This design comes from an exercise in tuning for small area and a short achievable clock period on the open sky130 flow, not from production work. RTL that was checked went through simulation tests only; none was proved equivalent to the original. The clock port is modelled as an ideal driver, which makes a skipped or thinned clock tree look cheaper than it is; a real chip needs a root buffer or a tree. No activity file was given, so power comes from the tool's default toggle rates.

==> module hb_task_queue_core, before the edit <==
module hb_task_queue_core #(
    parameter DEPTH = 16,
    parameter WIDTH = 32
)(
    input  logic clk,
    input  logic reset,                  
    input  logic push_req,
    input  logic [WIDTH-1:0] data_in,
    output logic full,
    output logic valid_out,
    output logic [WIDTH-1:0] data_out,
    input  logic pop_req,
    output logic empty                   
);
    localparam RDEPTH = DEPTH - 1;       
    logic [WIDTH-1:0]  head_q;
    logic [WIDTH-1:0]  slot [0:RDEPTH-1];
    logic [DEPTH:0]    occ;              
    logic [RDEPTH-1:0] rsel;             
    logic              valid_q, full_q;  
    logic              le1_q;            
    logic              mid_q;            
    assign data_out  = head_q;
    assign valid_out = valid_q;
    assign full      = full_q;
    assign empty     = occ[0];
    assign occ       = {rsel, valid_q & le1_q, !valid_q};
    wire head_en = occ[0] || pop_req;
    logic [WIDTH-1:0] head_d;
    always_comb begin
        head_d = le1_q ? data_in : '0;
        for (int j = 0; j < RDEPTH; j++)
            head_d = head_d | (rsel[j] ? slot[j] : '0);
    end
    always_ff @(posedge clk) begin
        if (head_en)
            head_q <= head_d;
    end
    wire shift = push_req && mid_q;
    always_ff @(posedge clk) begin
        if (shift) begin
            slot[0] <= data_in;
            for (int j = 1; j < RDEPTH; j++)
                slot[j] <= slot[j-1];
        end
    end
    logic [DEPTH:0] occ_up, occ_dn, occ_both;
    always_comb begin
        occ_up            = {occ[DEPTH-1:0], 1'b0};
        occ_up[DEPTH]     = occ[DEPTH-1] | occ[DEPTH];
        occ_dn            = {1'b0, occ[DEPTH:1]};
        occ_dn[0]         = occ[0] | occ[1];
        occ_both          = occ;
        occ_both[0]       = 1'b0;
        occ_both[1]       = occ[0] | occ[1];
        occ_both[DEPTH-1] = occ[DEPTH-1] | occ[DEPTH];
        occ_both[DEPTH]   = 1'b0;
    end
    logic s_hold, s_push, s_pop, s_both;
    hb_req_decode decode (
        .push_req(push_req),
        .pop_req(pop_req),
        .reset(reset),
        .s_hold(s_hold),
        .s_push(s_push),
        .s_pop(s_pop),
        .s_both(s_both)
    );
    wire [DEPTH:0] occ_n = ({(DEPTH+1){s_hold}} & occ)
                         | ({(DEPTH+1){s_push}} & occ_up)
                         | ({(DEPTH+1){s_pop}}  & occ_dn)
                         | ({(DEPTH+1){s_both}} & occ_both)
                         | {{DEPTH{1'b0}}, reset};
    always_ff @(posedge clk) begin
        rsel    <= occ_n[DEPTH:2];
        valid_q <= !occ_n[0];
        full_q  <= occ_n[DEPTH];
        le1_q   <= occ_n[0] | occ_n[1];
        mid_q   <= !occ_n[0] && !occ_n[DEPTH];
    end
endmodule
==> flow/config.mk <==
export PLATFORM = sky130hd
export DESIGN_NAME = hb_task_queue_top
export DESIGN_NICKNAME = hb_task_queue_top
export VERILOG_FILES = /design/flow/design.v
export SDC_FILE = /design/flow/constraint.sdc
export NUM_CORES = 4
export LEC_CHECK = 0
export CAP_MARGIN = 20
export CORE_MARGIN = 2
export CORE_UTILIZATION = 60
export PLACE_DENSITY = 0.72
export SETUP_SLACK_MARGIN = 1.9
export SLEW_MARGIN = 20
export SYNTH_HIERARCHICAL = 1
export SYNTH_MINIMUM_KEEP_SIZE = 0
==> flow/constraint.sdc <==
create_clock -name core_clock -period 3.6 [get_ports {clk}]
set_input_delay 0.7200 -clock core_clock [delete_from_list [all_inputs] [get_ports {clk}]]
set_output_delay 0.7200 -clock core_clock [all_outputs]
set_load 0.01 [all_outputs]
standard.sh (not shown) runs the stock make flow with config.mk's settings and CLKGATE_MAP_FILE= SYNTH_SCRIPT=/design/flow/synth_recipe.tcl, a recipe that flattens the netlist after the stock synthesis.
==> flow/flow/run.sh <==
#!/bin/bash
# Own layout flow: the standard ORFS flow, with two changes:
#  - the clock tree is built by flow/pre_cts.tcl (two inverter levels) in
#    place of TritonCTS;
#  - every port gets a buf_1 as its port buffer.
# Each ORFS step writes its full log under orfs/logs/; make's own output goes
# to flow_make.log in the work folder.
set -euo pipefail
W=$(pwd)
bash standard.sh \
  PRE_CTS_TCL="$W/flow/pre_cts.tcl" \
  BUFFER_PORTS_ARGS="-buffer_cell sky130_fd_sc_hd__buf_1" \
  finish > "$W/flow_make.log" 2>&1
Other scripts of this flow, unchanged in this note and not shown: flow/flow/mtree.tcl, flow/flow/pre_cts.tcl
==> next run, changes <==
--- a/flow/design.v
+++ b/flow/design.v
@@ -22,22 +22,24 @@
     logic              mid_q;            
     assign data_out  = head_q;
     assign valid_out = valid_q;
     assign full      = full_q;
     assign empty     = occ[0];
     assign occ       = {rsel, valid_q & le1_q, !valid_q};
-    wire head_en = occ[0] || pop_req;
+    wire head_en = occ[0] ? push_req : pop_req;
     logic [WIDTH-1:0] head_d;
     always_comb begin
         head_d = le1_q ? data_in : '0;
         for (int j = 0; j < RDEPTH; j++)
             head_d = head_d | (rsel[j] ? slot[j] : '0);
     end
     always_ff @(posedge clk) begin
         if (head_en)
             head_q <= head_d;
+        else
+            head_q <= head_q & {WIDTH{!occ[0]}};
     end
     wire shift = push_req && mid_q;
     always_ff @(posedge clk) begin
         if (shift) begin
             slot[0] <= data_in;
             for (int j = 1; j < RDEPTH; j++)
What happened: Worst setup slack is worse by 0.049 ns; final area climbs by 1.0%; hold slack hardly moves; utilization climbs by 0.83 points; total power barely changes; area after synthesis barely changes.
Only the layout flow was run in the second run of this note; the RTL was not checked for function there. In every run of this note, the design's own scripts or RTL, not TritonCTS, make the clock network.

---

Setup of old:
The RTL this note starts from:
==> flow/design.v <==
module hb_task_queue_core #(
    parameter DEPTH = 16,
    parameter WIDTH = 32
)(
    input  logic clk,
    input  logic reset,                  
    input  logic push_req,
    input  logic [WIDTH-1:0] data_in,
    output logic full,
    output logic valid_out,
    output logic [WIDTH-1:0] data_out,
    input  logic pop_req,
    output logic empty                   
);
    localparam RDEPTH = DEPTH - 1;       
    logic [WIDTH-1:0]  head_q;
    logic [WIDTH-1:0]  slot [0:RDEPTH-1];
    logic [DEPTH:0]    nocc;             
    logic [DEPTH:0]    occ;              
    logic [RDEPTH-1:0] rsel;             
    logic              valid_q, full_q;  
    logic              le1_q;            
    logic              mid_q;            
    assign data_out  = head_q;
    assign valid_out = valid_q;
    assign full      = full_q;
    assign empty     = occ[0];
    assign occ       = ~nocc;
    wire head_en = occ[0] || pop_req;
    logic [WIDTH-1:0] head_d;
    always_comb begin
        head_d = le1_q ? data_in : '0;
        for (int j = 0; j < RDEPTH; j++)
            head_d = head_d | (rsel[j] ? slot[j] : '0);
    end
    always_ff @(posedge clk) begin
        if (head_en)
            head_q <= head_d;
    end
    wire shift = push_req && mid_q;
    always_ff @(posedge clk) begin
        if (shift) begin
            slot[0] <= data_in;
            for (int j = 1; j < RDEPTH; j++)
                slot[j] <= slot[j-1];
        end
    end
    logic [DEPTH:0] occ_up, occ_dn, occ_both;
    always_comb begin
        occ_up            = {occ[DEPTH-1:0], 1'b0};
        occ_up[DEPTH]     = occ[DEPTH-1] | occ[DEPTH];
        occ_dn            = {1'b0, occ[DEPTH:1]};
        occ_dn[0]         = occ[0] | occ[1];
        occ_both          = occ;
        occ_both[0]       = 1'b0;
        occ_both[1]       = occ[0] | occ[1];
        occ_both[DEPTH-1] = occ[DEPTH-1] | occ[DEPTH];
        occ_both[DEPTH]   = 1'b0;
    end
    logic s_hold, s_push, s_pop, s_both;
    hb_req_decode decode (
        .push_req(push_req),
        .pop_req(pop_req),
        .reset(reset),
        .s_hold(s_hold),
        .s_push(s_push),
        .s_pop(s_pop),
        .s_both(s_both)
    );
    wire [DEPTH:0] occ_n = ({(DEPTH+1){s_hold}} & occ)
                         | ({(DEPTH+1){s_push}} & occ_up)
                         | ({(DEPTH+1){s_pop}}  & occ_dn)
                         | ({(DEPTH+1){s_both}} & occ_both)
                         | {{DEPTH{1'b0}}, reset};
    always_ff @(posedge clk) begin
        nocc    <= ~occ_n;
        rsel    <= occ_n[DEPTH:2];
        valid_q <= !occ_n[0];
        full_q  <= occ_n[DEPTH];
        le1_q   <= occ_n[0] | occ_n[1];
        mid_q   <= !occ_n[0] && !occ_n[DEPTH];
    end
endmodule
module hb_req_decode (
    input  logic push_req,
    input  logic pop_req,
    input  logic reset,
    output logic s_hold,
    output logic s_push,
    output logic s_pop,
    output logic s_both
);
    assign s_hold = !reset && !push_req && !pop_req;
    assign s_push = !reset &&  push_req && !pop_req;
    assign s_pop  = !reset && !push_req &&  pop_req;
    assign s_both = !reset &&  push_req &&  pop_req;
endmodule
module hb_task_distributor (
    input  logic clk,
    input  logic reset,                  
    input  logic in_valid,
    input  logic [31:0] in_data,
    output logic out_valid,
    output logic [31:0] out_data,
    input  logic consumer_ready
);
    logic buffered_valid;                
    logic buffered_empty;                
    logic [31:0] buffered_data;
    assign out_valid = buffered_valid;
    assign out_data  = buffered_data;
    always_ff @(posedge clk) begin
        if (in_valid && buffered_empty)
            buffered_data <= in_data;
        else
            buffered_data <= buffered_data & {32{!buffered_empty}};
    end
    logic valid_n;
    always_comb begin
        if (buffered_empty)
            valid_n = in_valid;
        else
            valid_n = !consumer_ready;
    end
    always_ff @(posedge clk) begin
        if (reset) begin
            buffered_valid <= 1'b0;
            buffered_empty <= 1'b1;
        end else begin
            buffered_valid <= valid_n;
            buffered_empty <= !valid_n;
        end
    end
endmodule
module hb_arbiter_banked (
    input  logic clk,
    input  logic reset,                  
    input  logic in_valid,
    input  logic [31:0] in_data,
    output logic [1:0] grant_out,
    output logic [1:0] served_bank
);
    logic rr;
    logic [1:0] grant;
    assign grant_out   = grant;
    assign served_bank = grant;
    always_ff @(posedge clk) begin
        if (reset) begin
            grant <= 2'b00;
            rr    <= 1'b0;
        end else begin
            grant <= in_valid ? (rr ? 2'b10 : 2'b01) : 2'b00;
            if (in_valid) rr <= ~rr;
        end
    end
endmodule
module hb_task_queue_top (
    input  logic        clk,
    input  logic        reset,             
    input  logic        push_req,
    input  logic [31:0] data_in,
    input  logic        pop_req,
    output logic        full,
    output logic        valid_out,
    output logic [31:0] data_out,
    input  logic        consumer_ready,
    output logic        dist_out_valid,
    output logic [31:0] dist_out_data,
    output logic [1:0]  grant_out,
    output logic [1:0]  served_bank
);
    logic q_empty;
    hb_task_queue_core #(.DEPTH(16), .WIDTH(32)) dut_queue (
        .clk(clk),
        .reset(reset),
        .push_req(push_req),
        .data_in(data_in),
        .full(full),
        .valid_out(valid_out),
        .data_out(data_out),
        .pop_req(pop_req),
        .empty(q_empty)
    );
    hb_task_distributor distributor (
        .clk(clk),
        .reset(reset),
        .in_valid(!q_empty),
        .in_data(data_out),
        .out_valid(dist_out_valid),
        .out_data(dist_out_data),
        .consumer_ready(consumer_ready)
    );
    hb_arbiter_banked arbiter (
        .clk(clk),
        .reset(reset),
        .in_valid(!q_empty),
        .in_data(data_out),
        .grant_out(grant_out),
        .served_bank(served_bank)
    );
endmodule
export LEC_CHECK = 0
export CAP_MARGIN = 20
export CORE_MARGIN = 2
export CORE_UTILIZATION = 60
export PLACE_DENSITY = 0.72
export SETUP_SLACK_MARGIN = 1.9
export SLEW_MARGIN = 20
export SYNTH_HIERARCHICAL = 1
export SYNTH_MINIMUM_KEEP_SIZE = 0
create_clock -name core_clock -period 3.6 [get_ports {clk}]
Scripts as last shown in full above: flow/flow/run.sh
Other scripts of this flow, unchanged in this note and not shown: flow/flow/mtree.tcl, flow/flow/pre_cts.tcl
The inputs of new differ from those of old as listed below.
-- flow/design.v --
<<< old, line 16
    logic [WIDTH-1:0]  head_q;
    logic [WIDTH-1:0]  slot [0:RDEPTH-1];
    logic [DEPTH:0]    nocc;             
    logic [DEPTH:0]    occ;              
    logic [RDEPTH-1:0] rsel;             
>>> new, line 16
    logic [WIDTH-1:0]  head_q;
    logic [WIDTH-1:0]  slot [0:RDEPTH-1];
    logic [DEPTH:0]    occ;              
    logic [RDEPTH-1:0] rsel;             
<<< old, line 26
    assign full      = full_q;
    assign empty     = occ[0];
    assign occ       = ~nocc;
    wire head_en = occ[0] || pop_req;
    logic [WIDTH-1:0] head_d;
    always_comb begin
        head_d = le1_q ? data_in : '0;
        for (int j = 0; j < RDEPTH; j++)
            head_d = head_d | (rsel[j] ? slot[j] : '0);
    end
    always_ff @(posedge clk) begin
>>> new, line 25
    assign full      = full_q;
    assign empty     = occ[0];
    assign occ       = {rsel, valid_q & le1_q, !valid_q};
    wire head_en = occ[0] || pop_req;
    logic [WIDTH-1:0] head_d;
    for (genvar i = 0; i < WIDTH; i++) begin : g_hd
        logic [5:0] t_n;
        for (genvar p = 0; p < 5; p++) begin : g_p
            hb_aoi222 l1 (.a0(rsel[3*p]),   .b0(slot[3*p][i]),
                          .a1(rsel[3*p+1]), .b1(slot[3*p+1][i]),
                          .a2(rsel[3*p+2]), .b2(slot[3*p+2][i]), .y(t_n[p]));
        end
        hb_nand2 l1d (.a(le1_q), .b(data_in[i]), .y(t_n[5]));
        logic [1:0] t_o;
        hb_nand3 l2a (.a(t_n[0]), .b(t_n[1]), .c(t_n[2]), .y(t_o[0]));
        hb_nand3 l2b (.a(t_n[3]), .b(t_n[4]), .c(t_n[5]), .y(t_o[1]));
        hb_or2 l3 (.a(t_o[0]), .b(t_o[1]), .y(head_d[i]));
    end
    always_ff @(posedge clk) begin
<<< old, line 74
                         | {{DEPTH{1'b0}}, reset};
    always_ff @(posedge clk) begin
        nocc    <= ~occ_n;
        rsel    <= occ_n[DEPTH:2];
        valid_q <= !occ_n[0];
>>> new, line 81
                         | {{DEPTH{1'b0}}, reset};
    always_ff @(posedge clk) begin
        rsel    <= occ_n[DEPTH:2];
        valid_q <= !occ_n[0];
<<< old, line 95
    assign s_pop  = !reset && !push_req &&  pop_req;
    assign s_both = !reset &&  push_req &&  pop_req;
endmodule
module hb_task_distributor (
>>> new, line 101
    assign s_pop  = !reset && !push_req &&  pop_req;
    assign s_both = !reset &&  push_req &&  pop_req;
endmodule
module hb_aoi222 (input logic a0, input logic b0, input logic a1, input logic b1,
                  input logic a2, input logic b2, output logic y);
    assign y = !((a0 & b0) | (a1 & b1) | (a2 & b2));
endmodule
module hb_nand2 (input logic a, input logic b, output logic y);
    assign y = !(a & b);
endmodule
module hb_nand3 (input logic a, input logic b, input logic c, output logic y);
    assign y = !(a & b & c);
endmodule
module hb_or2 (input logic a, input logic b, output logic y);
    assign y = a | b;
endmodule
module hb_task_distributor (
## What came out
| post-layout total power | lower: new |. Max synthesized area across new and old: old. [compare] base=old new=new: amount of wire on met3 after detailed routing shows an increase of 14%; sum of routed wire length over all layers went down about 3%; sequential share of layout area has remained practically unchanged. Changes observed in new relative to old: number of setup buffers added after CTS shows an increase of 3; area growth from synthesis to layout shows an increase of 2.3 points; standby leakage power shows an increase of 2.1%. | worst setup margin | higher: old |. Compare new and old | final critical path time including I/O delays and setup lower: old. Compared new vs old, and critical-path maximum fanout is up in new.
The RTL of new was laid out without a check of its function. No run of this note takes its clock network from TritonCTS; it comes from the design's own scripts or RTL.

---

Another version of the RTL of hb_task_queue_top (not shown whole).
Size: ~110 I/O pins.
==> module hb_task_queue_core, before the edit <==
module hb_task_queue_core #(
    parameter DEPTH = 16,
    parameter WIDTH = 32
)(
    input  logic clk,
    input  logic reset,                  
    input  logic push_req,
    input  logic [WIDTH-1:0] data_in,
    output logic full,
    output logic valid_out,
    output logic [WIDTH-1:0] data_out,
    input  logic pop_req,
    output logic empty                   
);
    localparam RDEPTH = DEPTH - 1;       
    logic [WIDTH-1:0] head_q;
    logic [WIDTH-1:0] slot [0:RDEPTH-1];
    logic [DEPTH-1:0] occ_lo;            
    logic             nfull_q;           
    logic [DEPTH:0]   occ;               
    logic             valid_q, full_q;   
    logic             le1_q;             
    logic             mid_q;             
    assign data_out  = head_q;
    assign valid_out = valid_q;
    assign full      = full_q;
    assign empty     = occ[0];
    assign occ       = {!nfull_q, occ_lo};
    wire push_ok = push_req && !occ[DEPTH];
    wire pop_ok  = pop_req && !occ[0];
    wire inc     = push_ok && !pop_ok;
    wire dec     = pop_ok && !push_ok;
    wire head_en = occ[0] ? push_req : pop_req;
    logic [WIDTH-1:0] head_d;
    always_comb begin
        head_d = le1_q ? data_in : '0;
        for (int j = 0; j < RDEPTH; j++)
            head_d = head_d | (occ[j+2] ? slot[j] : '0);
    end
    always_ff @(posedge clk) begin
        if (head_en)
            head_q <= head_d;
        else
            head_q <= head_q & {WIDTH{!occ[0]}};
    end
    wire shift = push_req && mid_q;
    always_ff @(posedge clk) begin
        if (shift) begin
            slot[0] <= data_in;
            for (int j = 1; j < RDEPTH; j++)
                slot[j] <= slot[j-1];
        end
    end
    logic [DEPTH:0] occ_n;
    always_comb begin
        occ_n = occ;
        if (inc)      occ_n = {occ[DEPTH-1:0], 1'b0};
        else if (dec) occ_n = {1'b0, occ[DEPTH:1]};
    end
    always_ff @(posedge clk) begin
        if (reset) begin
            occ_lo  <= {{(DEPTH-1){1'b0}}, 1'b1};
            nfull_q <= 1'b1;
            valid_q <= 1'b0;
            full_q  <= 1'b0;
            le1_q   <= 1'b1;
            mid_q   <= 1'b0;
        end else begin
            occ_lo  <= occ_n[DEPTH-1:0];
            nfull_q <= !occ_n[DEPTH];
            valid_q <= !occ_n[0];
            full_q  <= occ_n[DEPTH];
            le1_q   <= occ_n[0] | occ_n[1];
            mid_q   <= !occ_n[0] && !occ_n[DEPTH];
        end
    end
endmodule
==> flow/config.mk <==
export PLATFORM = sky130hd
export DESIGN_NAME = hb_task_queue_top
export DESIGN_NICKNAME = hb_task_queue_top
export VERILOG_FILES = /design/flow/design.v
export SDC_FILE = /design/flow/constraint.sdc
export NUM_CORES = 4
export LEC_CHECK = 0
export CAP_MARGIN = 20
export CORE_MARGIN = 2
export CORE_UTILIZATION = 60
export PLACE_DENSITY = 0.72
export SETUP_SLACK_MARGIN = 1.9
export SLEW_MARGIN = 20
==> flow/constraint.sdc <==
create_clock -name core_clock -period 3.6 [get_ports {clk}]
set_input_delay 0.7200 -clock core_clock [delete_from_list [all_inputs] [get_ports {clk}]]
set_output_delay 0.7200 -clock core_clock [all_outputs]
set_load 0.01 [all_outputs]
==> flow/flow/run.sh <==
#!/bin/bash
# Own layout flow: the standard ORFS flow, with two changes:
#  - the clock tree is built by flow/pre_cts.tcl (two inverter levels) in
#    place of TritonCTS;
#  - every port gets a buf_2 as its port buffer.
# Each ORFS step writes its full log under orfs/logs/; make's own output goes
# to flow_make.log in the work folder.
set -euo pipefail
W=$(pwd)
bash standard.sh \
  PRE_CTS_TCL="$W/flow/pre_cts.tcl" \
  BUFFER_PORTS_ARGS="-buffer_cell sky130_fd_sc_hd__buf_2" \
  finish > "$W/flow_make.log" 2>&1
Other scripts of this flow, unchanged in this note and not shown: flow/flow/mtree.tcl, flow/flow/pre_cts.tcl
Edit:
--- a/flow/design.v
+++ b/flow/design.v
@@ -25,12 +25,8 @@
     assign valid_out = valid_q;
     assign full      = full_q;
     assign empty     = occ[0];
     assign occ       = {!nfull_q, occ_lo};
-    wire push_ok = push_req && !occ[DEPTH];
-    wire pop_ok  = pop_req && !occ[0];
-    wire inc     = push_ok && !pop_ok;
-    wire dec     = pop_ok && !push_ok;
     wire head_en = occ[0] ? push_req : pop_req;
     logic [WIDTH-1:0] head_d;
     always_comb begin
         head_d = le1_q ? data_in : '0;
@@ -50,13 +46,35 @@
             for (int j = 1; j < RDEPTH; j++)
                 slot[j] <= slot[j-1];
         end
     end
-    logic [DEPTH:0] occ_n;
+    logic [DEPTH:0] occ_up, occ_dn, occ_both, occ_n;
     always_comb begin
-        occ_n = occ;
-        if (inc)      occ_n = {occ[DEPTH-1:0], 1'b0};
-        else if (dec) occ_n = {1'b0, occ[DEPTH:1]};
+        occ_up          = {occ[DEPTH-1:0], 1'b0};
+        occ_up[DEPTH]   = occ[DEPTH-1] | occ[DEPTH];
+        occ_dn          = {1'b0, occ[DEPTH:1]};
+        occ_dn[0]       = occ[0] | occ[1];
+        occ_both        = occ;
+        occ_both[0]     = 1'b0;
+        occ_both[1]     = occ[0] | occ[1];
+        occ_both[DEPTH-1] = occ[DEPTH-1] | occ[DEPTH];
+        occ_both[DEPTH] = 1'b0;
+    end
+    function automatic [3:0] flags(input [DEPTH:0] o);
+        flags = {!o[0], o[DEPTH], o[0] | o[1], !o[0] && !o[DEPTH]};
+    endfunction
+    wire [3:0] fl_hold = flags(occ);
+    wire [3:0] fl_up   = flags(occ_up);
+    wire [3:0] fl_dn   = flags(occ_dn);
+    wire [3:0] fl_both = flags(occ_both);
+    logic [3:0] fl_n;
+    always_comb begin
+        case ({push_req, pop_req})
+            2'b10:   begin occ_n = occ_up;   fl_n = fl_up;   end
+            2'b01:   begin occ_n = occ_dn;   fl_n = fl_dn;   end
+            2'b11:   begin occ_n = occ_both; fl_n = fl_both; end
+            default: begin occ_n = occ;      fl_n = fl_hold; end
+        endcase
     end
     always_ff @(posedge clk) begin
         if (reset) begin
             occ_lo  <= {{(DEPTH-1){1'b0}}, 1'b1};
@@ -67,12 +85,9 @@
             mid_q   <= 1'b0;
         end else begin
             occ_lo  <= occ_n[DEPTH-1:0];
             nfull_q <= !occ_n[DEPTH];
-            valid_q <= !occ_n[0];
-            full_q  <= occ_n[DEPTH];
-            le1_q   <= occ_n[0] | occ_n[1];
-            mid_q   <= !occ_n[0] && !occ_n[DEPTH];
+            {valid_q, full_q, le1_q, mid_q} <= fl_n;
         end
     end
 endmodule
 module hb_task_distributor (
Effect:
- first-iteration DRC count came out higher by 14%
- sequential power went down by about 2%
- routed wire length rose by about 0.9%
- die area goes down by about 0.6%
- sequential share of layout area barely changes
- synthesized area shrinks by 0.60%
- clock skew went up by 0.012 ns
- hold slack barely changes
Function was not checked in any run of this note: the RTL went through the layout flow alone. In every run of this note, the design's own scripts or RTL, not TritonCTS, make the clock network.

-- separate check: timing with driven ports --
The results above use ideal ports. As a check the final layouts listed here were re-extracted and re-timed, cells and wires unchanged.
Step 1 sets driving cells, clkbuf_16 on the clock port and buf_2 on the other inputs (assumed; they add their load-dependent delay and slew).
Step 2 times the ports against the registers' clock, not the clock port: input delays grow and output delays shrink by t, the midpoint of the rising clock arrivals with the driver on.
Three values: ideal ports, drivers, drivers and shift; two values: the first two.
| run | t (ns) | setup slack, ns | latest minus earliest clock arrival (ns) |
|---|---|---|---|
| the first run of note 1 | 0.373 | 1.946 / 1.744 / 1.698 | 0.019 / 0.019 |
| the second run of note 1 | 0.385 | 1.897 / 1.774 / 1.644 | 0.015 / 0.015 |
| old | 0.385 | 1.906 / 1.730 / 1.684 | 0.015 / 0.015 |
| new | 0.384 | 1.849 / 1.821 / 1.686 | 0.016 / 0.016 |
| the first run of note 3 | 0.407 | 1.853 / 1.879 / 1.605 | 0.013 / 0.013 |
| the second run of note 3 | 0.400 | 1.910 / 1.819 / 1.663 | 0.024 / 0.024 |
After both steps setup and hold are still met in every run listed. The setup slack of the second run of note 1, which loses most, moves by -0.123 ns with the drivers and by -0.253 ns with both steps.
